This is an optimization exercise on Yosys and OpenROAD, whose aim is small area and a short achievable clock period, not a production implementation. RTL that was checked went through simulation tests only; none was proved equivalent to the original. The clock port is modelled as an ideal driver, which makes a skipped or thinned clock tree look cheaper than it is; a real chip needs a root buffer or a tree. Power figures rest on the tool's default switching activity, not on a simulated workload.

Setup of PW:
==> module spi_slave_interface, before the edit <==
module spi_slave_interface(MOSI, SS_n, clk, rst_n, MISO, word, ld_wa, ld_wd, ld_ra, rd_data);
	input MOSI, SS_n, clk, rst_n;
	output reg MISO;
	output [7:0] word;
	output ld_wa, ld_wd, ld_ra;
	input [7:0] rd_data;
	reg [4:0] cnt;
	reg [8:0] sh;
	reg at11;
	assign word = {sh[6:0], MOSI};
	assign ld_wa = at11 && rst_n && sh[8:7] == 2'b00;
	assign ld_wd = at11 && rst_n && sh[8:7] == 2'b01;
	assign ld_ra = at11 && rst_n && sh[8:7] == 2'b10;
	always @(posedge clk) begin
		sh <= {sh[7:0], MOSI};
		if (~rst_n || SS_n) cnt <= 0;
		else cnt <= cnt + 1'b1;
		at11 <= rst_n && ~SS_n && (cnt == 5'd10);
		MISO <= rd_data[3'd3 - cnt[2:0]];
	end
endmodule
==> module ram, before the edit <==
module ram(clk, rst_n, word, ld_wa, ld_wd, ld_ra, rd_data);
	input clk, rst_n;
	input [7:0] word;
	input ld_wa, ld_wd, ld_ra;
	output reg [7:0] rd_data;
	reg [7:0] wa_hi;
	reg [3:0] wa_mid, wr_mid;
	reg [2:0] wa_lo;
	reg wa_zero, wr_on;
	reg [7:0] wd, ra;
	reg [3:0] ph;
	reg [1:0] half [0:7];
	reg [3:0] rsel [0:1];
	wire ld_a = ld_wa || (ld_wd && wa_zero);
	wire [7:0] a_new = ld_wa ? word : 8'd0;
	wire [7:0] wa_hi_n = ld_a ? (8'd1 << a_new[7:5]) : wa_hi;
	wire [3:0] wa_mid_n = ld_a ? (4'd1 << a_new[4:3]) : wa_mid;
	wire [2:0] wa_lo_n = ld_a ? a_new[2:0] : wa_lo;
	wire wr_on_n = ld_wd ? 1'b1 : ld_wa ? 1'b0 : wr_on;
	wire [3:0] ph_rd = ph - 4'd2;
	wire rd_hit = (ph_rd[2:0] == ra[2:0]);
	always @(posedge clk) begin
		ph <= ph + 1'b1;	 
		wa_hi <= wa_hi_n;
		wa_mid <= wa_mid_n;
		wa_lo <= wa_lo_n;
		wr_on <= wr_on_n;
		if (~rst_n) wa_zero <= 1'b1;
		else if (ld_wa || ld_wd) wa_zero <= 1'b0;
		if (ld_wd) wd <= word;
		wr_mid <= (wr_on_n && ph[2:0] + 3'd1 == wa_lo_n) ? wa_mid_n : 4'd0;
		if (ld_ra) ra <= word;
		rsel[0] <= ra[6:3];
		rsel[1] <= ra[6:3];
	end
	genvar j, r;
	generate
		for (j = 0; j < 8; j = j + 1) begin : plane
			wire [31:0] f0;
			wire wbit = wd[j] ^ ph[3];
			for (r = 0; r < 32; r = r + 1) begin : rg
				reg [7:0] f;
				always @(posedge clk) begin
					f[7:1] <= f[6:0];
					f[0] <= (wa_hi[r / 4] && wr_mid[r % 4]) ? wbit : ~f[7];
				end
				assign f0[r] = f[0];
			end
			always @(posedge clk) begin
				half[j][0] <= f0[{1'b0, rsel[j / 4]}];
				half[j][1] <= f0[{1'b1, rsel[j / 4]}];
				if (rd_hit) rd_data[j] <= half[j][ra[7]] ^ ph_rd[3];
			end
		end
	endgenerate
endmodule
==> module spi, before the edit <==
module spi(MOSI, SS_n, clk, rst_n, MISO);
	input MOSI, SS_n, clk, rst_n;
	output MISO;
	wire [7:0] word, rd_data;
	wire ld_wa, ld_wd, ld_ra;
	spi_slave_interface slave(.MOSI(MOSI), .SS_n(SS_n), .clk(clk), .rst_n(rst_n), .MISO(MISO),
		.word(word), .ld_wa(ld_wa), .ld_wd(ld_wd), .ld_ra(ld_ra), .rd_data(rd_data));
	ram mem(.clk(clk), .rst_n(rst_n), .word(word), .ld_wa(ld_wa), .ld_wd(ld_wd), .ld_ra(ld_ra), .rd_data(rd_data));
endmodule
==> flow/config.mk <==
export PLATFORM = sky130hd
export DESIGN_NAME = spi
export DESIGN_NICKNAME = spi
export VERILOG_FILES = /design/flow/design.v
export SDC_FILE = /design/flow/constraint.sdc
export NUM_CORES = 4
export LEC_CHECK = 0
export CAP_MARGIN = 20
export CORE_MARGIN = 2
export CORE_UTILIZATION = 40
export CTS_CLUSTER_DIAMETER = 100
export CTS_CLUSTER_SIZE = 30
export SETUP_SLACK_MARGIN = 3.5
export SLEW_MARGIN = 20
==> flow/constraint.sdc <==
create_clock -name core_clock -period 5.5 [get_ports {clk}]
set_input_delay 1.1000 -clock core_clock [delete_from_list [all_inputs] [get_ports {clk}]]
set_output_delay 1.1000 -clock core_clock [all_outputs]
set_load 0.01 [all_outputs]
standard.sh (not shown) runs the stock make flow with config.mk's settings and CLKGATE_MAP_FILE= SYNTH_SCRIPT=/design/flow/synth_recipe.tcl, a recipe that flattens the netlist after the stock synthesis.
==> flow/flow/run.sh <==
#!/bin/bash
# The standard layout, except that the top of the clock tree is rebuilt after
# CTS: the clock port drives four buffers, one per region of the die, and each
# of those drives the leaf buffers of its region (see retree.tcl). Every tool's
# output goes to a log file of its own in this folder.
set -euo pipefail
R=orfs/results/sky130hd/spi/base
bash standard.sh cts > log_1_std_to_cts.txt 2>&1
cat > retree_run.tcl <<TCL
read_db $R/4_cts.odb
set NQ 4
set REGION_CELL {sky130_fd_sc_hd__buf_16 A X}
set LEAF_CELL {sky130_fd_sc_hd__buf_12 A X}
source flow/retree.tcl
detailed_placement
check_placement
write_db $R/4_cts.odb
TCL
openroad -no_init -exit retree_run.tcl > log_2_retree.txt 2>&1
bash standard.sh finish > log_3_std_finish.txt 2>&1
Other scripts of this flow, unchanged in this note and not shown: flow/flow/retree.tcl
### PW -> TR
==> flow/design.v <==
module spi_slave_interface(MOSI, SS_n, clk, rst_n, MISO, word, waddr, ld_wd, ld_ra, rd_data);
	input MOSI, SS_n, clk, rst_n;
	output reg MISO;
	output [7:0] word;
	output reg [7:0] waddr;
	output ld_wd, ld_ra;
	input [7:0] rd_data;
	reg [4:0] cnt;
	reg [8:0] sh;
	reg at11;
	assign word = {sh[6:0], MOSI};
	assign ld_wd = at11 && sh[8:7] == 2'b01;
	assign ld_ra = at11 && sh[8:7] == 2'b10;
	always @(posedge clk) begin
		sh <= {sh[7:0], MOSI};
		if (~rst_n || SS_n) cnt <= 0;
		else cnt <= cnt + 1'b1;
		at11 <= rst_n && ~SS_n && (cnt == 5'd10);
		MISO <= rd_data[3'd3 - cnt[2:0]];
	end
	always @(posedge clk) begin
		if (~rst_n) waddr <= 0;
		else if (at11 && sh[8:7] == 2'b00) waddr <= word;
	end
endmodule
module ram(clk, word, waddr, ld_wd, ld_ra, rd_data);
	input clk;
	input [7:0] word, waddr;
	input ld_wd, ld_ra;
	output reg [7:0] rd_data;
	reg [7:0] wa, wd, ra;
	reg [3:0] ph;
	reg wr_hit;
	reg [1:0] half [0:7];
	reg [3:0] rsel [0:1];
	wire [7:0] wa_n = ld_wd ? waddr : wa;
	wire [3:0] ph_rd = ph - 4'd2;
	wire rd_hit = (ph_rd[2:0] == ra[2:0]);
	always @(posedge clk) begin
		ph <= ph + 1'b1;	 
		wa <= wa_n;
		if (ld_wd) wd <= word;
		if (ld_ra) ra <= word;
		rsel[0] <= ra[6:3];
		rsel[1] <= ra[6:3];
		wr_hit <= (ph[2:0] + 3'd1 == wa_n[2:0]);
	end
	genvar j, r;
	generate
		for (j = 0; j < 8; j = j + 1) begin : plane
			wire [31:0] f0;
			wire wbit = wd[j] ^ ph[3];
			for (r = 0; r < 32; r = r + 1) begin : rg
				reg [7:0] f;
				always @(posedge clk) begin
					f[7:1] <= f[6:0];
					f[0] <= (wr_hit && wa[7:3] == r) ? wbit : ~f[7];
				end
				assign f0[r] = f[0];
			end
			always @(posedge clk) begin
				half[j][0] <= f0[{1'b0, rsel[j/4]}];
				half[j][1] <= f0[{1'b1, rsel[j/4]}];
				if (rd_hit) rd_data[j] <= half[j][ra[7]] ^ ph_rd[3];
			end
		end
	endgenerate
endmodule
module spi(MOSI, SS_n, clk, rst_n, MISO);
	input MOSI, SS_n, clk, rst_n;
	output MISO;
	wire [7:0] word, waddr, rd_data;
	wire ld_wd, ld_ra;
	spi_slave_interface slave(.MOSI(MOSI), .SS_n(SS_n), .clk(clk), .rst_n(rst_n), .MISO(MISO),
		.word(word), .waddr(waddr), .ld_wd(ld_wd), .ld_ra(ld_ra), .rd_data(rd_data));
	ram mem(.clk(clk), .word(word), .waddr(waddr), .ld_wd(ld_wd), .ld_ra(ld_ra), .rd_data(rd_data));
endmodule
[summary]
TR went all the way through the flow, and no timing, DRC or antenna check failed.
When TR is set beside PW, its per-instance average area after synthesis turns out to be 9.7% larger.
Post-route clock period utilization, TR and PW, lower one = PW.
Diff PW -> TR: utilization after layout went up, number of nets still failing antenna checks after routing neither gained nor lost much, worst-case setup margin in the final layout lower, area of the die was more or less identical, hold buffer count at cts saw little to no change.
Total routing resource utilization after global routing: TR and PW compared, lower one is PW
Of the two values seen for layer with the highest usage after global routing, met1 was produced by PW and met2 by TR.
Number of nets in the finished design was lower in TR than in PW.
TR vs PW, total detailed-routing wirelength went up by about 5%.
No functional check of the RTL was part of TR. No run of this note takes its clock network from TritonCTS; it comes from the design's own scripts or RTL.

========
Starting RTL as in the previous note.
Settings: LEC_CHECK=0, CAP_MARGIN=20, CORE_MARGIN=2, CORE_UTILIZATION=40, CTS_CLUSTER_DIAMETER=100, CTS_CLUSTER_SIZE=30, SETUP_SLACK_MARGIN=3.5, SLEW_MARGIN=20; clock period 5.5 ns.
==> flow/flow/run.sh <==
#!/bin/bash
# The standard layout, except that the top of the clock tree is rebuilt after
# CTS: the clock port drives four buffers, one per region of the die, and each
# of those drives the leaf buffers of its region, and the dummy loads CTS added
# to balance the leaf nets are removed (see retree.tcl); and mux4_1
# cells become mux4_2, which is smaller. Every tool's
# output goes to a log file of its own in this folder.
set -euo pipefail
R=orfs/results/sky130hd/spi/base
bash standard.sh cts > log_1_std_to_cts.txt 2>&1
cat > retree_run.tcl <<TCL
read_db $R/4_cts.odb
set NQ 4
set REGION_CELL {sky130_fd_sc_hd__buf_16 A X}
set LEAF_CELL {sky130_fd_sc_hd__buf_12 A X}
source flow/retree.tcl
# mux4_2 has the pins and function of mux4_1 in less area (and more drive)
set m2 [[ord::get_db] findMaster sky130_fd_sc_hd__mux4_2]
set nswap 0
foreach inst [[ord::get_db_block] getInsts] {
  if {[[\$inst getMaster] getName] eq "sky130_fd_sc_hd__mux4_1"} { \$inst swapMaster \$m2; incr nswap }
}
puts "swapped \$nswap mux4_1 to mux4_2"
detailed_placement
check_placement
write_db $R/4_cts.odb
TCL
openroad -no_init -exit retree_run.tcl > log_2_retree.txt 2>&1
bash standard.sh finish > log_3_std_finish.txt 2>&1
Other scripts of this flow, unchanged in this note and not shown: flow/flow/retree.tcl
The baseline completed with no timing, DRC or antenna violations.
Edit:
--- a/flow/design.v
+++ b/flow/design.v
@@ -25,13 +25,13 @@
 	input ld_wa, ld_wd, ld_ra;
 	output reg [7:0] rd_data;
 	reg [7:0] wa_hi;
 	reg [3:0] wa_mid, wr_mid;
 	reg [2:0] wa_lo;
 	reg wa_zero, wr_on;
-	reg [7:0] wd, ra;
+	reg [7:0] wb, ra;
 	reg [3:0] ph;
 	reg [1:0] half [0:7];
 	reg [3:0] rsel [0:1];
 	wire ld_a = ld_wa || (ld_wd && wa_zero);
 	wire [7:0] a_new = ld_wa ? word : 8'd0;
 	wire [7:0] wa_hi_n = ld_a ? (8'd1 << a_new[7:5]) : wa_hi;
@@ -45,28 +45,28 @@
 		wa_hi <= wa_hi_n;
 		wa_mid <= wa_mid_n;
 		wa_lo <= wa_lo_n;
 		wr_on <= wr_on_n;
 		if (~rst_n) wa_zero <= 1'b1;
 		else if (ld_wa || ld_wd) wa_zero <= 1'b0;
-		if (ld_wd) wd <= word;
+		if (ld_wd) wb <= word ^ {8{ph[3] ^ (ph[2:0] == 3'd7)}};
+		else if (ph[2:0] == 3'd7) wb <= ~wb;
 		wr_mid <= (wr_on_n && ph[2:0] + 3'd1 == wa_lo_n) ? wa_mid_n : 4'd0;
 		if (ld_ra) ra <= word;
 		rsel[0] <= ra[6:3];
 		rsel[1] <= ra[6:3];
 	end
 	genvar j, r;
 	generate
 		for (j = 0; j < 8; j = j + 1) begin : plane
 			wire [31:0] f0;
-			wire wbit = wd[j] ^ ph[3];
 			for (r = 0; r < 32; r = r + 1) begin : rg
 				reg [7:0] f;
 				always @(posedge clk) begin
 					f[7:1] <= f[6:0];
-					f[0] <= (wa_hi[r / 4] && wr_mid[r % 4]) ? wbit : ~f[7];
+					f[0] <= (wa_hi[r / 4] && wr_mid[r % 4]) ? wb[j] : ~f[7];
 				end
 				assign f0[r] = f[0];
 			end
 			always @(posedge clk) begin
 				half[j][0] <= f0[{1'b0, rsel[j / 4]}];
 				half[j][1] <= f0[{1'b1, rsel[j / 4]}];
Power stays flat.
Via count is higher by 1.1%.
Clock skew rose by 0.037 ns.
Critical path depth stays the same.
Worst setup slack hardly moves.
Sequential share of layout area increases by 0.11 points.
Routed wire length climbs by 1.3%.
Global-route usage grows by 0.14 points.
The RTL of the second run of this note was laid out without a check of its function. No run of this note takes its clock network from TritonCTS; it comes from the design's own scripts or RTL.

========
spi, a different RTL version from the one above (not shown whole).
For scale: ~2700 cells after synthesis, roughly 5 I/O pins, ~49000 um2 of cells after synthesis.
==> module spi_slave_interface, before the edit <==
module spi_slave_interface(MOSI, SS_n, clk, rst_n, MISO, wr_addr, wr_data, rd_addr, rd_data);
	input MOSI, SS_n, clk, rst_n;
	output reg MISO;
	output reg [7:0] wr_addr, wr_data, rd_addr;
	input [7:0] rd_data;
	reg [4:0] cnt;
	reg [8:0] sh;
	reg at11;
	reg [7:0] waddr;
	wire [7:0] byte_in = {sh[6:0], MOSI};
	always @(posedge clk) begin
		sh <= {sh[7:0], MOSI};
		if (~rst_n || SS_n) cnt <= 0;
		else cnt <= cnt + 1'b1;
		at11 <= rst_n && ~SS_n && (cnt == 5'd10);
		MISO <= rd_data[3'd3 - cnt[2:0]];
	end
	always @(posedge clk) begin
		if (~rst_n) waddr <= 0;
		else if (at11 && sh[8:7] == 2'b00) waddr <= byte_in;
	end
	always @(posedge clk) begin
		if (at11 && sh[8:7] == 2'b01) begin
			wr_addr <= waddr;
			wr_data <= byte_in;
		end
		if (at11 && sh[8:7] == 2'b10) rd_addr <= byte_in;
	end
endmodule
==> module ram, before the edit <==
module ram(clk, rst_n, wr_addr, wr_data, rd_addr, rd_data);
	input clk, rst_n;
	input [7:0] wr_addr, wr_data, rd_addr;
	output reg [7:0] rd_data;
	reg [2:0] ph;
	reg [1:0] half [0:7];
	wire wr_hit = (ph == wr_addr[2:0]);
	wire rd_hit = (ph - 3'd2 == rd_addr[2:0]);
	always @(posedge clk) begin
		ph <= ph + 1'b1;	 
	end
	genvar j, r;
	generate
		for (j = 0; j < 8; j = j + 1) begin : plane
			wire [31:0] f0;
			for (r = 0; r < 32; r = r + 1) begin : rg
				reg [7:0] f;
				always @(posedge clk) begin
					f[7:1] <= f[6:0];
					f[0] <= (wr_hit && wr_addr[7:3] == r) ? wr_data[j] : f[7];
				end
				assign f0[r] = f[0];
			end
			always @(posedge clk) begin
				half[j][0] <= f0[{1'b0, rd_addr[6:3]}];
				half[j][1] <= f0[{1'b1, rd_addr[6:3]}];
				if (rd_hit) rd_data[j] <= half[j][rd_addr[7]];
			end
		end
	endgenerate
endmodule
==> module spi, before the edit <==
module spi(MOSI, SS_n, clk, rst_n, MISO);
	input MOSI, SS_n, clk, rst_n;
	output MISO;
	wire [7:0] wr_addr, wr_data, rd_addr, rd_data;
	spi_slave_interface slave(.MOSI(MOSI), .SS_n(SS_n), .clk(clk), .rst_n(rst_n), .MISO(MISO),
		.wr_addr(wr_addr), .wr_data(wr_data), .rd_addr(rd_addr), .rd_data(rd_data));
	ram mem(.clk(clk), .rst_n(rst_n), .wr_addr(wr_addr), .wr_data(wr_data), .rd_addr(rd_addr), .rd_data(rd_data));
endmodule
clock: 5.5 ns
lec_check: 0
cap_margin: 20
core_margin: 2
core_utilization: 40
cts_cluster_diameter: 100
cts_cluster_size: 30
setup_slack_margin: 3.5
slew_margin: 20
run.sh (not shown) runs the stock make flow with config.mk's settings and CLKGATE_MAP_FILE= SYNTH_SCRIPT=/design/flow/synth_recipe.tcl, a recipe that flattens the netlist after the stock synthesis.
Stock flow here: none of the scripts above is used.
==> next run, changes <==
==> flow/design.v (replaced) <==
module spi_slave_interface(MOSI, SS_n, clk, rst_n, MISO, word, waddr, ld_wd, ld_ra, rd_data);
	input MOSI, SS_n, clk, rst_n;
	output reg MISO;
	output [7:0] word;
	output reg [7:0] waddr;
	output ld_wd, ld_ra;
	input [7:0] rd_data;
	reg [4:0] cnt;
	reg [8:0] sh;
	reg at11;
	assign word = {sh[6:0], MOSI};
	assign ld_wd = at11 && sh[8:7] == 2'b01;
	assign ld_ra = at11 && sh[8:7] == 2'b10;
	always @(posedge clk) begin
		sh <= {sh[7:0], MOSI};
		if (~rst_n || SS_n) cnt <= 0;
		else cnt <= cnt + 1'b1;
		at11 <= rst_n && ~SS_n && (cnt == 5'd10);
		MISO <= rd_data[3'd3 - cnt[2:0]];
	end
	always @(posedge clk) begin
		if (~rst_n) waddr <= 0;
		else if (at11 && sh[8:7] == 2'b00) waddr <= word;
	end
endmodule
module ram(clk, word, waddr, ld_wd, ld_ra, rd_data);
	input clk;
	input [7:0] word, waddr;
	input ld_wd, ld_ra;
	output reg [7:0] rd_data;
	reg [7:0] wa, wd, ra;
	reg [3:0] ph;
	reg wr_hit;
	reg [1:0] half [0:7];
	wire [7:0] wa_n = ld_wd ? waddr : wa;
	wire [3:0] ph_rd = ph - 4'd2;
	wire rd_hit = (ph_rd[2:0] == ra[2:0]);
	always @(posedge clk) begin
		ph <= ph + 1'b1;	 
		wa <= wa_n;
		if (ld_wd) wd <= word;
		if (ld_ra) ra <= word;
		wr_hit <= (ph[2:0] + 3'd1 == wa_n[2:0]);
	end
	genvar j, r;
	generate
		for (j = 0; j < 8; j = j + 1) begin : plane
			wire [31:0] f0;
			wire wbit = wd[j] ^ ph[3];
			for (r = 0; r < 32; r = r + 1) begin : rg
				reg [7:0] f;
				always @(posedge clk) begin
					f[7:1] <= f[6:0];
					f[0] <= (wr_hit && wa[7:3] == r) ? wbit : ~f[7];
				end
				assign f0[r] = f[0];
			end
			always @(posedge clk) begin
				half[j][0] <= f0[{1'b0, ra[6:3]}];
				half[j][1] <= f0[{1'b1, ra[6:3]}];
				if (rd_hit) rd_data[j] <= half[j][ra[7]] ^ ph_rd[3];
			end
		end
	endgenerate
endmodule
module spi(MOSI, SS_n, clk, rst_n, MISO);
	input MOSI, SS_n, clk, rst_n;
	output MISO;
	wire [7:0] word, waddr, rd_data;
	wire ld_wd, ld_ra;
	spi_slave_interface slave(.MOSI(MOSI), .SS_n(SS_n), .clk(clk), .rst_n(rst_n), .MISO(MISO),
		.word(word), .waddr(waddr), .ld_wd(ld_wd), .ld_ra(ld_ra), .rd_data(rd_data));
	ram mem(.clk(clk), .word(word), .waddr(waddr), .ld_wd(ld_wd), .ld_ra(ld_ra), .rd_data(rd_data));
endmodule
=> Worst setup slack is worse by 0.0088 ns. Area after synthesis stays flat. Cell area drops by 1.5%. Clock-buffer cell count went down by 1. Clock power hardly moves. Clock skew drops by 0.0060 ns. Non-clock buffer count drops by 26. Global-route usage stays flat. Routed wire length goes down by 1.4%.

afterwards: timing with drivers on the ports:
Ports are ideal in the flow. The routed layouts listed here were re-timed in OpenROAD.
Step 1 assumes that a clkbuf_16 drives the clock port and a buf_2 every other input.
Step 2 moves the port delays by t, midway between the first and last clock arrival at a register: inputs arrive t later, outputs are due t later. That takes back most of the time a late clock gives input paths.
a / b / c = no drivers / after step 1 / after step 2; a / b = the first two.
run	t, ns	setup WS [ns]	hold slack, ns	worst setup path after step 2	worst data-port slew with drivers (ns)
PW	0.623	3.493 / 3.339 / 2.988	0.326 / 0.326 / 0.326	input to register	0.08
TR	0.617	3.484 / 3.327 / 3.150	0.318 / 0.318 / 0.318	input to register	0.08
the first run of note 2	0.611	3.504 / 3.350 / 2.999	0.293 / 0.293 / 0.293	input to register	0.08
the second run of note 2	0.588	3.503 / 3.354 / 3.033	0.243 / 0.243 / 0.243	input to register	0.04
the first run of note 3	0.723	3.295 / 3.224 / 3.091	0.302 / 0.302 / 0.302	input to register	0.04
the second run of note 3	0.719	3.287 / 3.225 / 3.265	0.310 / 0.310 / 0.310	input to register	0.03
After both steps every run listed still meets setup and hold.
